This design comes from an exercise in tuning for small area on the open sky130 flow, not from production work. Only simulation tests tie the RTL to the original design; equivalence was not proved. Power is estimated from default activity; no workload was simulated.

==> violet <==
Design Snake, start of the top module:
module Snake(input up, input down, input left, input right, input reset, input clk,
output reg B, output reg R, output VS, output HS, output reg G, output [3:0] AN, output [6:0] seven,
input speed1, input speed2, input level1, input level2);
clock: 12.0 ns
lec_check: 0
abc_area: 1
cap_margin: 0
core_margin: 2
core_utilization: 60
slew_margin: 0
standard.sh (not shown) runs the stock make flow with config.mk's settings and CLKGATE_MAP_FILE= SYNTH_SCRIPT=/design/flow/synth_recipe.tcl, a recipe that flattens the netlist after the stock synthesis.
==> flow/flow/run.sh <==
#!/bin/bash
# Layout flow: the standard synthesis; then the combinational logic between the
# registers is re-mapped with area-oriented ABC scripts (the registers, their names
# and cell types stay as the standard synthesis made them) and the smallest result is
# kept; then the standard layout, with a clock tree built from fewer, larger clusters.
# Each tool's output goes to a log file of its own in the work folder.
set -euo pipefail
WORK=$(pwd)
R=$WORK/orfs/results/$FLOW_PLATFORM/Snake/base
LIB=$FLOW_HOME/platforms/$FLOW_PLATFORM/lib/sky130_fd_sc_hd__tt_025C_1v80.lib

bash standard.sh synth > $WORK/flow_synth.log 2>&1
cp $R/1_2_yosys.v $WORK/standard_1_2_yosys.v

best=""; best_area=""
pids=()
for s in $WORK/flow/*.abc; do
  n=$(basename $s .abc)
  sed -e "s#@LIB@#$LIB#g" -e "s#@IN@#$WORK/standard_1_2_yosys.v#g" -e "s#@OUT@#$WORK/reopt_$n.v#g" \
      -e "s#@ABC@#$s#g" $WORK/flow/reopt.ys > $WORK/reopt_$n.ys
  ( timeout 1200 yosys -s $WORK/reopt_$n.ys > $WORK/flow_reopt_$n.log 2>&1 || true ) &
  pids+=($!)
done
for p in "${pids[@]}"; do wait $p || true; done
for s in $WORK/flow/*.abc; do
  n=$(basename $s .abc)
  f=$WORK/reopt_$n.v.after.stat
  [[ -s $WORK/reopt_$n.v && -f $f ]] || continue
  a=$(grep "Chip area for top module" $f | awk '{print $NF}')
  echo "$n $a" >> $WORK/reopt_areas.txt
  if [[ -z "$best_area" ]] || awk "BEGIN{exit !($a < $best_area)}"; then best=$n; best_area=$a; fi
done
echo "chosen: $best $best_area" >> $WORK/reopt_areas.txt
if [[ -n "$best" ]]; then
  cp $WORK/reopt_$best.v $R/1_2_yosys.v
  rm -f $R/1_synth.odb $R/1_synth.sdc
fi

if [[ -f $WORK/flow/cts_args.txt ]]; then
  export CTS_ARGS="$(cat $WORK/flow/cts_args.txt)"
fi
export BUFFER_PORTS_ARGS="-buffer_cell sky130_fd_sc_hd__buf_1"
bash standard.sh finish > $WORK/flow_finish.log 2>&1
==> flow/flow/cts_args.txt <==
-sink_clustering_enable -repair_clock_nets -dont_use_dummy_load -buf_list sky130_fd_sc_hd__clkbuf_4 -sink_clustering_size 10 -sink_clustering_max_diameter 40
Other scripts of this flow, unchanged in this note and not shown: flow/flow/k.abc, flow/flow/reopt.ys
==> maple: changes against violet <==
--- a/flow/flow/run.sh
+++ b/flow/flow/run.sh
@@ -40,4 +40,3 @@
   export CTS_ARGS="$(cat $WORK/flow/cts_args.txt)"
 fi
-export BUFFER_PORTS_ARGS="-buffer_cell sky130_fd_sc_hd__buf_1"
 bash standard.sh finish > $WORK/flow_finish.log 2>&1
==> flow/flow/cts_args.txt (replaced) <==
-sink_clustering_enable -repair_clock_nets -dont_use_dummy_load -buf_list sky130_fd_sc_hd__clkbuf_8 -sink_clustering_size 18 -sink_clustering_max_diameter 50
==> flow/flow/d1.abc (new file) <==
strash; ifraig; scorr; dc2; balance; rewrite; refactor; balance; rewrite; rewrite -z; balance; refactor -z; rewrite -z; balance; &get -n; &deepsyn -T 100 -S 1; &put; dch -f; amap; topo
==> flow/flow/d2.abc (new file) <==
strash; ifraig; scorr; dc2; balance; rewrite; refactor; balance; rewrite; rewrite -z; balance; refactor -z; rewrite -z; balance; &get -n; &deepsyn -T 100 -S 2; &put; dch -f; amap; topo
==> flow/flow/d3.abc (new file) <==
strash; &get -n; &deepsyn -T 100 -S 3; &put; dch -f; amap; topo
Settings changed: CAP_MARGIN 0 to 20, SLEW_MARGIN 0 to 20.
==> summary.txt <==
- Count of clock-buffer cells in the layout: violet is higher than maple (34).
- Against violet, the power of maple is lower by 3.6%.
- Against maple, the clock power of violet is lower by 4.0%.
- violet went through all stages and came out clean. maple completed with no timing, DRC or antenna violations.
- Against violet, the sequential share of layout area of maple is higher by 2.1 points.
- Against violet, the synthesized cell count of maple is lower by about 8%.
- Against violet, the register-to-register slack of maple is higher by 1.3 ns.
- Between maple and violet, the lower clock skew is in maple (gap 0.042 ns).


==> run Y: inputs <==
Snake again, from the RTL that the note above started with.
Design Snake, start of the top module:
module Snake(input up, input down, input left, input right, input reset, input clk,
output reg B, output reg R, output VS, output HS, output reg G, output [3:0] AN, output [6:0] seven,
input speed1, input speed2, input level1, input level2);
==> flow/config.mk <==
export PLATFORM = sky130hd
export DESIGN_NAME = Snake
export DESIGN_NICKNAME = Snake
export VERILOG_FILES = /design/flow/design.v
export SDC_FILE = /design/flow/constraint.sdc
export NUM_CORES = 4
export LEC_CHECK = 0
export ABC_AREA = 1
export CAP_MARGIN = 20
export CORE_MARGIN = 2
export CORE_UTILIZATION = 60
export SLEW_MARGIN = 20
==> flow/constraint.sdc <==
create_clock -name core_clock -period 12.0 [get_ports {clk}]
set_input_delay 2.4000 -clock core_clock [delete_from_list [all_inputs] [get_ports {clk}]]
set_output_delay 2.4000 -clock core_clock [all_outputs]
set_load 0.01 [all_outputs]
==> flow/flow/run.sh <==
#!/bin/bash
# Layout flow: the standard synthesis; then the combinational logic between the
# registers is re-mapped with area-oriented ABC scripts (the registers, their names
# and cell types stay as the standard synthesis made them) and the smallest result is
# kept; then the standard layout, with a clock tree built from fewer, larger clusters
# and the smallest buffer on each port.
# Each tool's output goes to a log file of its own in the work folder.
set -euo pipefail
WORK=$(pwd)
R=$WORK/orfs/results/$FLOW_PLATFORM/Snake/base
LIB=$FLOW_HOME/platforms/$FLOW_PLATFORM/lib/sky130_fd_sc_hd__tt_025C_1v80.lib

bash standard.sh synth > $WORK/flow_synth.log 2>&1
cp $R/1_2_yosys.v $WORK/standard_1_2_yosys.v

best=""; best_area=""
pids=()
for s in $WORK/flow/*.abc; do
  n=$(basename $s .abc)
  sed -e "s#@LIB@#$LIB#g" -e "s#@IN@#$WORK/standard_1_2_yosys.v#g" -e "s#@OUT@#$WORK/reopt_$n.v#g" \
      -e "s#@ABC@#$s#g" $WORK/flow/reopt.ys > $WORK/reopt_$n.ys
  ( timeout 2400 yosys -s $WORK/reopt_$n.ys > $WORK/flow_reopt_$n.log 2>&1 || true ) &
  pids+=($!)
done
for p in "${pids[@]}"; do wait $p || true; done
for s in $WORK/flow/*.abc; do
  n=$(basename $s .abc)
  f=$WORK/reopt_$n.v.after.stat
  [[ -s $WORK/reopt_$n.v && -f $f ]] || continue
  a=$(grep "Chip area for top module" $f | awk '{print $NF}')
  echo "$n $a" >> $WORK/reopt_areas.txt
  if [[ -z "$best_area" ]] || awk "BEGIN{exit !($a < $best_area)}"; then best=$n; best_area=$a; fi
done
echo "chosen: $best $best_area" >> $WORK/reopt_areas.txt
if [[ -n "$best" ]]; then
  cp $WORK/reopt_$best.v $R/1_2_yosys.v
  rm -f $R/1_synth.odb $R/1_synth.sdc
fi

if [[ -f $WORK/flow/cts_args.txt ]]; then
  export CTS_ARGS="$(cat $WORK/flow/cts_args.txt)"
fi
export BUFFER_PORTS_ARGS="-buffer_cell sky130_fd_sc_hd__buf_1"
bash standard.sh finish > $WORK/flow_finish.log 2>&1
==> flow/flow/cts_args.txt <==
-sink_clustering_enable -repair_clock_nets -dont_use_dummy_load -buf_list sky130_fd_sc_hd__clkbuf_4 -sink_clustering_size 10 -sink_clustering_max_diameter 40
==> flow/flow/d10.abc <==
strash; ifraig; scorr; dc2; balance; rewrite; refactor; balance; rewrite; rewrite -z; balance; refactor -z; rewrite -z; balance; &get -n; &deepsyn -T 400 -S 10; &put; dch -f; amap; topo
==> flow/flow/d11.abc <==
strash; ifraig; scorr; dc2; balance; rewrite; refactor; balance; rewrite; rewrite -z; balance; refactor -z; rewrite -z; balance; &get -n; &deepsyn -T 400 -S 11; &put; dch -f; amap; topo
==> flow/flow/d12.abc <==
strash; ifraig; scorr; dc2; balance; rewrite; refactor; balance; rewrite; rewrite -z; balance; refactor -z; rewrite -z; balance; &get -n; &deepsyn -T 400 -S 12; &put; strash; dc2; dch -f; amap; topo
==> flow/flow/d2.abc <==
strash; ifraig; scorr; dc2; balance; rewrite; refactor; balance; rewrite; rewrite -z; balance; refactor -z; rewrite -z; balance; &get -n; &deepsyn -T 400 -S 2; &put; dch -f; amap; topo
Other scripts of this flow, unchanged in this note and not shown: flow/flow/k.abc, flow/flow/reopt.ys
==> run K: changes against run Y <==
--- a/flow/flow/run.sh
+++ b/flow/flow/run.sh
@@ -4,4 +4,3 @@
 # and cell types stay as the standard synthesis made them) and the smallest result is
-# kept; then the standard layout, with a clock tree built from fewer, larger clusters
-# and the smallest buffer on each port.
+# kept; then the standard layout, with a clock tree built from fewer, larger clusters.
 # Each tool's output goes to a log file of its own in the work folder.
@@ -21,3 +20,3 @@
       -e "s#@ABC@#$s#g" $WORK/flow/reopt.ys > $WORK/reopt_$n.ys
-  ( timeout 2400 yosys -s $WORK/reopt_$n.ys > $WORK/flow_reopt_$n.log 2>&1 || true ) &
+  ( timeout 1200 yosys -s $WORK/reopt_$n.ys > $WORK/flow_reopt_$n.log 2>&1 || true ) &
   pids+=($!)
==> flow/flow/cts_args.txt (replaced) <==
-sink_clustering_enable -repair_clock_nets -dont_use_dummy_load -buf_list sky130_fd_sc_hd__clkbuf_8 -sink_clustering_size 24 -sink_clustering_max_diameter 45
removed: flow/flow/d10.abc
removed: flow/flow/d11.abc
removed: flow/flow/d12.abc
removed: flow/flow/d2.abc
==> run Z: changes against run Y <==
--- a/flow/flow/run.sh
+++ b/flow/flow/run.sh
@@ -4,4 +4,3 @@
 # and cell types stay as the standard synthesis made them) and the smallest result is
-# kept; then the standard layout, with a clock tree built from fewer, larger clusters
-# and the smallest buffer on each port.
+# kept; then the standard layout, with a clock tree built from fewer, larger clusters.
 # Each tool's output goes to a log file of its own in the work folder.
@@ -21,3 +20,3 @@
       -e "s#@ABC@#$s#g" $WORK/flow/reopt.ys > $WORK/reopt_$n.ys
-  ( timeout 2400 yosys -s $WORK/reopt_$n.ys > $WORK/flow_reopt_$n.log 2>&1 || true ) &
+  ( timeout 1200 yosys -s $WORK/reopt_$n.ys > $WORK/flow_reopt_$n.log 2>&1 || true ) &
   pids+=($!)
==> flow/flow/cts_args.txt (replaced) <==
-sink_clustering_enable -repair_clock_nets -dont_use_dummy_load -buf_list sky130_fd_sc_hd__clkbuf_8 -sink_clustering_size 18 -sink_clustering_max_diameter 50
Settings changed: CORE_UTILIZATION 60 to 75.
removed: flow/flow/d10.abc
removed: flow/flow/d11.abc
removed: flow/flow/d12.abc
removed: flow/flow/d2.abc
==> comparison table <==
|  | run Y | run K | run Z |
|---|---|---|---|
| Status | finished clean | finished clean | finished clean |
| Share of the final layout cell area in multi-input gates | 0.433 | 0.460 | 0.465 |
| Net switching share of the total power | 0.279 | 0.264 | 0.265 |
| TritonCTS Buffers | 81 | 59 | 47 |
| Total Die Area | 0.0440 mm^2 | 0.0468 mm^2 | 0.0376 mm^2 |
| Worst rel slew slack | 0.207 | 0.199 | 0.287 |
| Worst hold margin | 399 ps | 374 ps | 443 ps |
| Critical Path Most Common Cell | sky130_fd_sc_hd__clkinv_1 | sky130_fd_sc_hd__clkinv_1 | sky130_fd_sc_hd__nand2_1 |
| Die span in y | 210 um | 216 um | 194 um |
| Data required time at the worst endpoint | 12740 ps | 12530 ps | 12550 ps |
| Power density over cell area | 125 mW/mm^2 | 116 mW/mm^2 | 113 mW/mm^2 |
| Post-synth net total | 3112 | 3412 | 3412 |
| Post-synthesis cell area | 0.0254 mm^2 | 0.0270 mm^2 | 0.0270 mm^2 |
| Reg-to-Reg Start | hc_r[1] | hc_r[3] | hc_r[5] |
| Core area | 0.0419 mm^2 | 0.0443 mm^2 | 0.0356 mm^2 |
| Total stage count of the critical path | 20 | 24 | 23 |
| Finished Cell Area | 0.0272 mm^2 | 0.0291 mm^2 | 0.0288 mm^2 |
| Gate Count Post-Synth | 3102 | 3402 | 3402 |
| WP data arrival | 7010 ps | 7380 ps | 7250 ps |
| Hold endpoint | sx[4][0] | sy[5][5] | slow_clk_d |
| GR Layer Usage met2 | 0.558 | 0.581 | 0.684 |
| Number of global-route vias before repair | 23700 | 26200 | 26800 |
| Path depth of the worst reg2reg path | 20 | 24 | 23 |
| Detailed-placement wirelength estimate | 53.1 mm | 57.2 mm | 54.8 mm |


==> run a: inputs <==
Starting RTL as in the previous note.
export LEC_CHECK = 0
export ABC_AREA = 1
export CAP_MARGIN = 20
export CORE_MARGIN = 2
export CORE_UTILIZATION = 60
export SLEW_MARGIN = 20
create_clock -name core_clock -period 12.0 [get_ports {clk}]
==> flow/flow/run.sh <==
#!/bin/bash
# Layout flow: the standard synthesis; then the combinational logic between the
# registers is re-mapped with area-oriented ABC scripts (the registers, their names
# and cell types stay as the standard synthesis made them) and the smallest result is
# kept; then the standard layout, with a clock tree built from fewer, larger clusters.
# Each tool's output goes to a log file of its own in the work folder.
set -euo pipefail
WORK=$(pwd)
R=$WORK/orfs/results/$FLOW_PLATFORM/Snake/base
LIB=$FLOW_HOME/platforms/$FLOW_PLATFORM/lib/sky130_fd_sc_hd__tt_025C_1v80.lib

bash standard.sh synth > $WORK/flow_synth.log 2>&1
cp $R/1_2_yosys.v $WORK/standard_1_2_yosys.v

best=""; best_area=""
pids=()
for s in $WORK/flow/*.abc; do
  n=$(basename $s .abc)
  sed -e "s#@LIB@#$LIB#g" -e "s#@IN@#$WORK/standard_1_2_yosys.v#g" -e "s#@OUT@#$WORK/reopt_$n.v#g" \
      -e "s#@ABC@#$s#g" $WORK/flow/reopt.ys > $WORK/reopt_$n.ys
  ( timeout 1200 yosys -s $WORK/reopt_$n.ys > $WORK/flow_reopt_$n.log 2>&1 || true ) &
  pids+=($!)
done
for p in "${pids[@]}"; do wait $p || true; done
for s in $WORK/flow/*.abc; do
  n=$(basename $s .abc)
  f=$WORK/reopt_$n.v.after.stat
  [[ -s $WORK/reopt_$n.v && -f $f ]] || continue
  a=$(grep "Chip area for top module" $f | awk '{print $NF}')
  echo "$n $a" >> $WORK/reopt_areas.txt
  if [[ -z "$best_area" ]] || awk "BEGIN{exit !($a < $best_area)}"; then best=$n; best_area=$a; fi
done
echo "chosen: $best $best_area" >> $WORK/reopt_areas.txt
if [[ -n "$best" ]]; then
  cp $WORK/reopt_$best.v $R/1_2_yosys.v
  rm -f $R/1_synth.odb $R/1_synth.sdc
fi

if [[ -f $WORK/flow/cts_args.txt ]]; then
  export CTS_ARGS="$(cat $WORK/flow/cts_args.txt)"
fi
export BUFFER_PORTS_ARGS="-buffer_cell sky130_fd_sc_hd__buf_1"
bash standard.sh finish > $WORK/flow_finish.log 2>&1
==> flow/flow/cts_args.txt <==
-sink_clustering_enable -repair_clock_nets -dont_use_dummy_load -buf_list sky130_fd_sc_hd__clkbuf_8 -sink_clustering_size 18 -sink_clustering_max_diameter 50
==> flow/flow/k.abc <==
strash; ifraig; scorr; dc2; strash; balance; rewrite; refactor; balance; rewrite; rewrite -z; balance; refactor -z; rewrite -z; balance; dch -f; amap; topo
Other scripts of this flow, unchanged in this note and not shown: flow/flow/reopt.ys
==> run b (differences from run a) <==
--- a/flow/design.v
+++ b/flow/design.v
@@ -1,22 +1,20 @@
 `timescale 1ns / 1ps
 module Snake(input up, input down, input left, input right, input reset, input clk,
 output reg B, output reg R, output VS, output HS, output reg G, output [3:0] AN, output [6:0] seven,
 input speed1, input speed2, input level1, input level2);
-reg [9:0] hc_r, vc_r;    
-wire [10:0] hc = {1'b0, hc_r};
-wire [10:0] vc = {1'b0, vc_r};
+reg [10:0] hc, vc;
 reg blank, hs_r, vs_r;
 assign HS = hs_r;
 assign VS = vs_r;
 wire h_end = (hc == 11'd800);
 always @(posedge clk) begin
 	if (reset) begin
-		hc_r <= 10'd0; vc_r <= 10'd0; blank <= 1'b0; hs_r <= 1'b1; vs_r <= 1'b1;
+		hc <= 11'd0; vc <= 11'd0; blank <= 1'b0; hs_r <= 1'b1; vs_r <= 1'b1;
 	end else begin
-		hc_r <= h_end ? 10'd0 : hc_r + 10'd1;
-		if (h_end) vc_r <= (vc_r == 10'd525) ? 10'd0 : vc_r + 10'd1;
+		hc <= h_end ? 11'd0 : hc + 11'd1;
+		if (h_end) vc <= (vc == 11'd525) ? 11'd0 : vc + 11'd1;
 		blank <= ~(hc < 11'd640 && vc < 11'd480);
 		hs_r <= ~(hc >= 11'd648 && hc < 11'd744);
 		vs_r <= ~(vc >= 11'd482 && vc < 11'd484);
 	end
 end
@@ -61,43 +59,40 @@
 		d <= 4'b0100; state <= nstate;
 	end else if (right & ~d[2]) begin
 		d <= 4'b1000; state <= nstate;
 	end
 end
-reg [8:0] px0, py0;
-reg [7:0] sx [1:25];
-reg [6:0] sy [1:25];
-wire [8:0] hx = (px0 == 9'd160) ? 9'd0 : (px0 == 9'd507) ? 9'd160 : px0;
-wire [8:0] hy = (py0 == 9'd115) ? 9'd0 : (py0 == 9'd507) ? 9'd115 : py0;
-wire [7:0] hx_s = (hx >= 9'd160) ? 8'd160 : hx[7:0];
-wire [6:0] hy_s = (hy >= 9'd120) ? 7'd120 : hy[6:0];
+reg [8:0] px [0:25];   
+reg [8:0] py [0:25];
+wire [8:0] hx = (px[0] == 9'd160) ? 9'd0 : (px[0] == 9'd507) ? 9'd160 : px[0];
+wire [8:0] hy = (py[0] == 9'd115) ? 9'd0 : (py[0] == 9'd507) ? 9'd115 : py[0];
 wire moving = |state;
 wire shift = move_en & moving;
 integer k;
 always @(posedge clk) begin
 	if (reset) begin
-		px0 <= 9'd25; py0 <= 9'd25;
-		sx[1] <= 8'd20; sy[1] <= 7'd25;
-		sx[2] <= 8'd15; sy[2] <= 7'd25;
-		sx[3] <= 8'd10; sy[3] <= 7'd25;
-		sx[4] <= 8'd5;  sy[4] <= 7'd25;
-		sx[5] <= 8'd0;  sy[5] <= 7'd25;
-		sx[6] <= 8'd0;  sy[6] <= 7'd20;
-		sx[7] <= 8'd0;  sy[7] <= 7'd15;
-		sx[8] <= 8'd0;  sy[8] <= 7'd10;
-		sx[9] <= 8'd0;  sy[9] <= 7'd5;
+		px[0] <= 9'd25; py[0] <= 9'd25;
+		px[1] <= 9'd20; py[1] <= 9'd25;
+		px[2] <= 9'd15; py[2] <= 9'd25;
+		px[3] <= 9'd10; py[3] <= 9'd25;
+		px[4] <= 9'd5;  py[4] <= 9'd25;
+		px[5] <= 9'd0;  py[5] <= 9'd25;
+		px[6] <= 9'd0;  py[6] <= 9'd20;
+		px[7] <= 9'd0;  py[7] <= 9'd15;
+		px[8] <= 9'd0;  py[8] <= 9'd10;
+		px[9] <= 9'd0;  py[9] <= 9'd5;
 		for (k = 10; k <= 25; k = k + 1) begin
-			sx[k] <= (k - 10) * 5; sy[k] <= 7'd0;
+			px[k] <= (k - 10) * 5; py[k] <= 9'd0;
 		end
 		nstate <= 4'd0;
 	end else if (move_en) begin
-		px0 <= hx + (state[3] ? 9'd5 : state[2] ? -9'd5 : 9'd0);
-		py0 <= hy + (state[1] ? 9'd5 : state[0] ? -9'd5 : 9'd0);
+		px[0] <= hx + (state[3] ? 9'd5 : state[2] ? -9'd5 : 9'd0);
+		py[0] <= hy + (state[1] ? 9'd5 : state[0] ? -9'd5 : 9'd0);
 		if (moving) begin
-			sx[1] <= hx_s; sy[1] <= hy_s;
+			px[1] <= hx; py[1] <= hy;
 			for (k = 2; k <= 25; k = k + 1) begin
-				sx[k] <= sx[k-1]; sy[k] <= sy[k-1];
+				px[k] <= px[k-1]; py[k] <= py[k-1];
 			end
 		end
 		nstate <= d;
 	end
 end
@@ -181,22 +176,22 @@
 wire vwrap = (vc == 11'd525);
 reg [25:1] nx, my;
 reg [25:1] ex, ey, nx_s, my_s;
 always @(*) begin
 	for (k = 1; k <= 25; k = k + 1) begin
-		ex[k] = ({1'b0, sx[k]} == cmpx);
-		ey[k] = ({2'b0, sy[k]} == cmpy);
+		ex[k] = (px[k] == cmpx);
+		ey[k] = (py[k] == cmpy);
 		nx_s[k] = ~h_end & ((ex[k] & opx) | (nx[k] & ~(ex[k] & clx)));
 		my_s[k] = h_end ? (~vwrap & ((ey[k] & opy) | (my[k] & ~(ey[k] & cly)))) : my[k];
 	end
 end
 always @(posedge clk) begin
 	if (reset) begin
 		nx <= 25'd0; my <= 25'd0;
 	end else if (shift) begin
-		nx <= {nx_s[24:1], swinc(hc_n, {1'b0, hx_s})};
-		my <= {my_s[24:1], swinc(h_end ? vc_n : vc, {2'b0, hy_s})};
+		nx <= {nx_s[24:1], swinc(hc_n, hx)};
+		my <= {my_s[24:1], swinc(h_end ? vc_n : vc, hy)};
 	end else begin
 		nx <= nx_s; my <= my_s;
 	end
 end
 always @(*) begin
@@ -207,11 +202,11 @@
 			seg[k] = vis & nx[k] & my[k];
 		else
 			seg[k] = segq[k];
 	end
 end
-wire snakehead = vis & hwin(hqh, hqh1, hqz, hp, px0) & hwin(vqh, vqh1, vqz, vp, py0);
+wire snakehead = vis & hwin(hqh, hqh1, hqz, hp, px[0]) & hwin(vqh, vqh1, vqz, vp, py[0]);
 reg [4:0] fi, fj, fci, fcj;
 wire [10:0] fx0 = {fi, 4'b0} + {fi, 2'b0} + 11'd5;
 wire [10:0] fy0 = {fj, 4'b0} + {fj, 2'b0} + 11'd5;
 wire [10:0] fdx = hc - fx0;
 wire [10:0] fdy = vc - fy0;
@@ -304,25 +299,24 @@
 	B <= food;
 	G <= snakehead | (|seg);
 	R <= obstacle | show_letters;
 end
 reg [1:0] dcount;
-reg an_on;             
+reg [3:0] an_r;
 reg [3:0] smallbin;
-assign AN = an_on ? ~(4'b0001 << (dcount - 2'd1)) : 4'b0000;
+assign AN = an_r;
 wire tick = (slow_count[15:0] == 16'd50001);
 always @(posedge clk) begin
 	if (reset) begin
-		dcount <= 2'd0; an_on <= 1'b0; smallbin <= 4'd0;
+		dcount <= 2'd0; an_r <= 4'b0000; smallbin <= 4'd0;
 	end else if (tick) begin
 		case (dcount)
-		2'd0: smallbin <= sc_on;
-		2'd1: smallbin <= sc_te;
-		2'd2: smallbin <= sc_hu;
-		default: smallbin <= {2'b00, sc_th};
+		2'd0: begin an_r <= 4'b1110; smallbin <= sc_on; end
+		2'd1: begin an_r <= 4'b1101; smallbin <= sc_te; end
+		2'd2: begin an_r <= 4'b1011; smallbin <= sc_hu; end
+		default: begin an_r <= 4'b0111; smallbin <= {2'b00, sc_th}; end
 		endcase
-		an_on <= 1'b1;
 		dcount <= dcount + 2'd1;
 	end
 end
 reg [6:0] seg7;
 assign seven = seg7;
==> flow/flow/run.sh (replaced) <==
#!/bin/bash
# Layout flow: the standard synthesis, then the combinational logic between the
# registers is re-mapped with an area-oriented ABC script (registers, their names and
# cell types are kept as the standard synthesis made them), then the standard layout.
# Each tool's output goes to a log file of its own in the work folder.
set -euo pipefail
WORK=$(pwd)
R=$WORK/orfs/results/$FLOW_PLATFORM/Snake/base
LIB=$FLOW_HOME/platforms/$FLOW_PLATFORM/lib/sky130_fd_sc_hd__tt_025C_1v80.lib

bash standard.sh synth > $WORK/flow_synth.log 2>&1

cp $R/1_2_yosys.v $WORK/standard_1_2_yosys.v
sed -e "s#@LIB@#$LIB#g" -e "s#@IN@#$WORK/standard_1_2_yosys.v#g" -e "s#@OUT@#$WORK/reopt.v#g" \
    -e "s#@ABC@#$WORK/flow/area.abc#g" $WORK/flow/reopt.ys > $WORK/reopt_run.ys
yosys -s $WORK/reopt_run.ys > $WORK/flow_reopt.log 2>&1

cp $WORK/reopt.v $R/1_2_yosys.v
rm -f $R/1_synth.odb $R/1_synth.sdc
bash standard.sh finish > $WORK/flow_finish.log 2>&1
==> flow/flow/area.abc (new file) <==
strash; ifraig; scorr; dc2; strash; balance; rewrite; refactor; balance; rewrite; rewrite -z; balance; refactor -z; rewrite -z; balance; dch -f; amap; topo
--- a/flow/config.mk
+++ b/flow/config.mk
@@ -6,7 +6,7 @@
 export NUM_CORES = 4
 export LEC_CHECK = 0
 export ABC_AREA = 1
 export CAP_MARGIN = 20
 export CORE_MARGIN = 2
-export CORE_UTILIZATION = 60
+export CORE_UTILIZATION = 40
 export SLEW_MARGIN = 20
removed: flow/flow/cts_args.txt
removed: flow/flow/k.abc
==> run c (differences from run a) <==
==> flow/flow/run.sh (replaced) <==
#!/bin/bash
# Layout flow: the standard synthesis, then the combinational logic between the
# registers is re-mapped with an area-oriented ABC script (registers, their names and
# cell types are kept as the standard synthesis made them), then the standard layout.
# Each tool's output goes to a log file of its own in the work folder.
set -euo pipefail
WORK=$(pwd)
R=$WORK/orfs/results/$FLOW_PLATFORM/Snake/base
LIB=$FLOW_HOME/platforms/$FLOW_PLATFORM/lib/sky130_fd_sc_hd__tt_025C_1v80.lib

bash standard.sh synth > $WORK/flow_synth.log 2>&1

cp $R/1_2_yosys.v $WORK/standard_1_2_yosys.v
sed -e "s#@LIB@#$LIB#g" -e "s#@IN@#$WORK/standard_1_2_yosys.v#g" -e "s#@OUT@#$WORK/reopt.v#g" \
    -e "s#@ABC@#$WORK/flow/area.abc#g" $WORK/flow/reopt.ys > $WORK/reopt_run.ys
yosys -s $WORK/reopt_run.ys > $WORK/flow_reopt.log 2>&1

cp $WORK/reopt.v $R/1_2_yosys.v
rm -f $R/1_synth.odb $R/1_synth.sdc
bash standard.sh finish > $WORK/flow_finish.log 2>&1
==> flow/flow/area.abc (new file) <==
strash; ifraig; scorr; dc2; strash; balance; rewrite; refactor; balance; rewrite; rewrite -z; balance; refactor -z; rewrite -z; balance; dch -f; amap; topo
--- a/flow/config.mk
+++ b/flow/config.mk
@@ -7,6 +7,8 @@
 export LEC_CHECK = 0
 export ABC_AREA = 1
 export CAP_MARGIN = 20
 export CORE_MARGIN = 2
 export CORE_UTILIZATION = 60
+export CTS_BUF_LIST = sky130_fd_sc_hd__clkbuf_4
+export CTS_CLUSTER_SIZE = 20
 export SLEW_MARGIN = 20
removed: flow/flow/cts_args.txt
removed: flow/flow/k.abc
==> summary of the runs <==
Run c went through all stages and came out clean. Run b passed the timing, DRC and antenna checks. Run a passed the timing, DRC and antenna checks. Of run c and run b, run c has the higher clock skew (gap 0.057 ns). Between run a and run b, the lower synthesized cell count is in run a (gap 11%, measured against run b). Power, lowest first: run a, run c, run b. Wire length: run a < run c < run b. First-iteration DRC count: run a > run c > run b. Between run b and run c, the lower sequential cell count is in run c (gap 80). Between run b and run a, the lower via count is in run a (gap 11%, measured against run a). Worst hold slack: run c is worse than run b (0.012 ns). Non-clock buffer count is the same in run a and run c.

## re-timing with driven ports
The flow's constraints put no driver on any port. The routed layouts listed below were extracted and timed again, unchanged, in two steps.
Step 1 (the two cells are an assumption about what drives the block):
set clk [get_ports {clk}]
set_driving_cell -lib_cell sky130_fd_sc_hd__clkbuf_16 $clk
set_driving_cell -lib_cell sky130_fd_sc_hd__buf_2 [delete_from_list [all_inputs] $clk]
Step 2, shift: input delay + t, output delay - t, t = (earliest + latest rising clock arrival at the registers) / 2. This alone moves slack from input paths to output paths.
Slacks: ideal / step 1 / step 2; pairs: ideal / step 1.
run | t, ns | setup WS [ns] | worst setup path at the end | latest minus earliest clock arrival (ns)
violet | 0.866 | 4.661 / 4.661 / 4.661 | register to register | 0.139 / 0.140
maple | 0.711 | 5.918 / 5.918 / 5.918 | register to register | 0.082 / 0.081
run Y | 0.891 | 5.740 / 5.740 / 5.512 | input to register | 0.129 / 0.129
run K | 0.724 | 5.144 / 5.144 / 5.144 | register to register | 0.127 / 0.127
run Z | 0.693 | 5.300 / 5.300 / 5.300 | register to register | 0.096 / 0.096
run a | 0.710 | 5.117 / 5.117 / 5.117 | register to register | 0.122 / 0.121
run b | 0.680 | 5.356 / 5.356 / 5.356 | register to register | 0.028 / 0.028
run c | 1.044 | 5.175 / 5.175 / 5.175 | register to register | 0.084 / 0.085
After both steps every run listed still meets setup and hold. The setup slack of run Y, which loses most, moves by 0.000 ns with the drivers and by -0.228 ns with both steps.
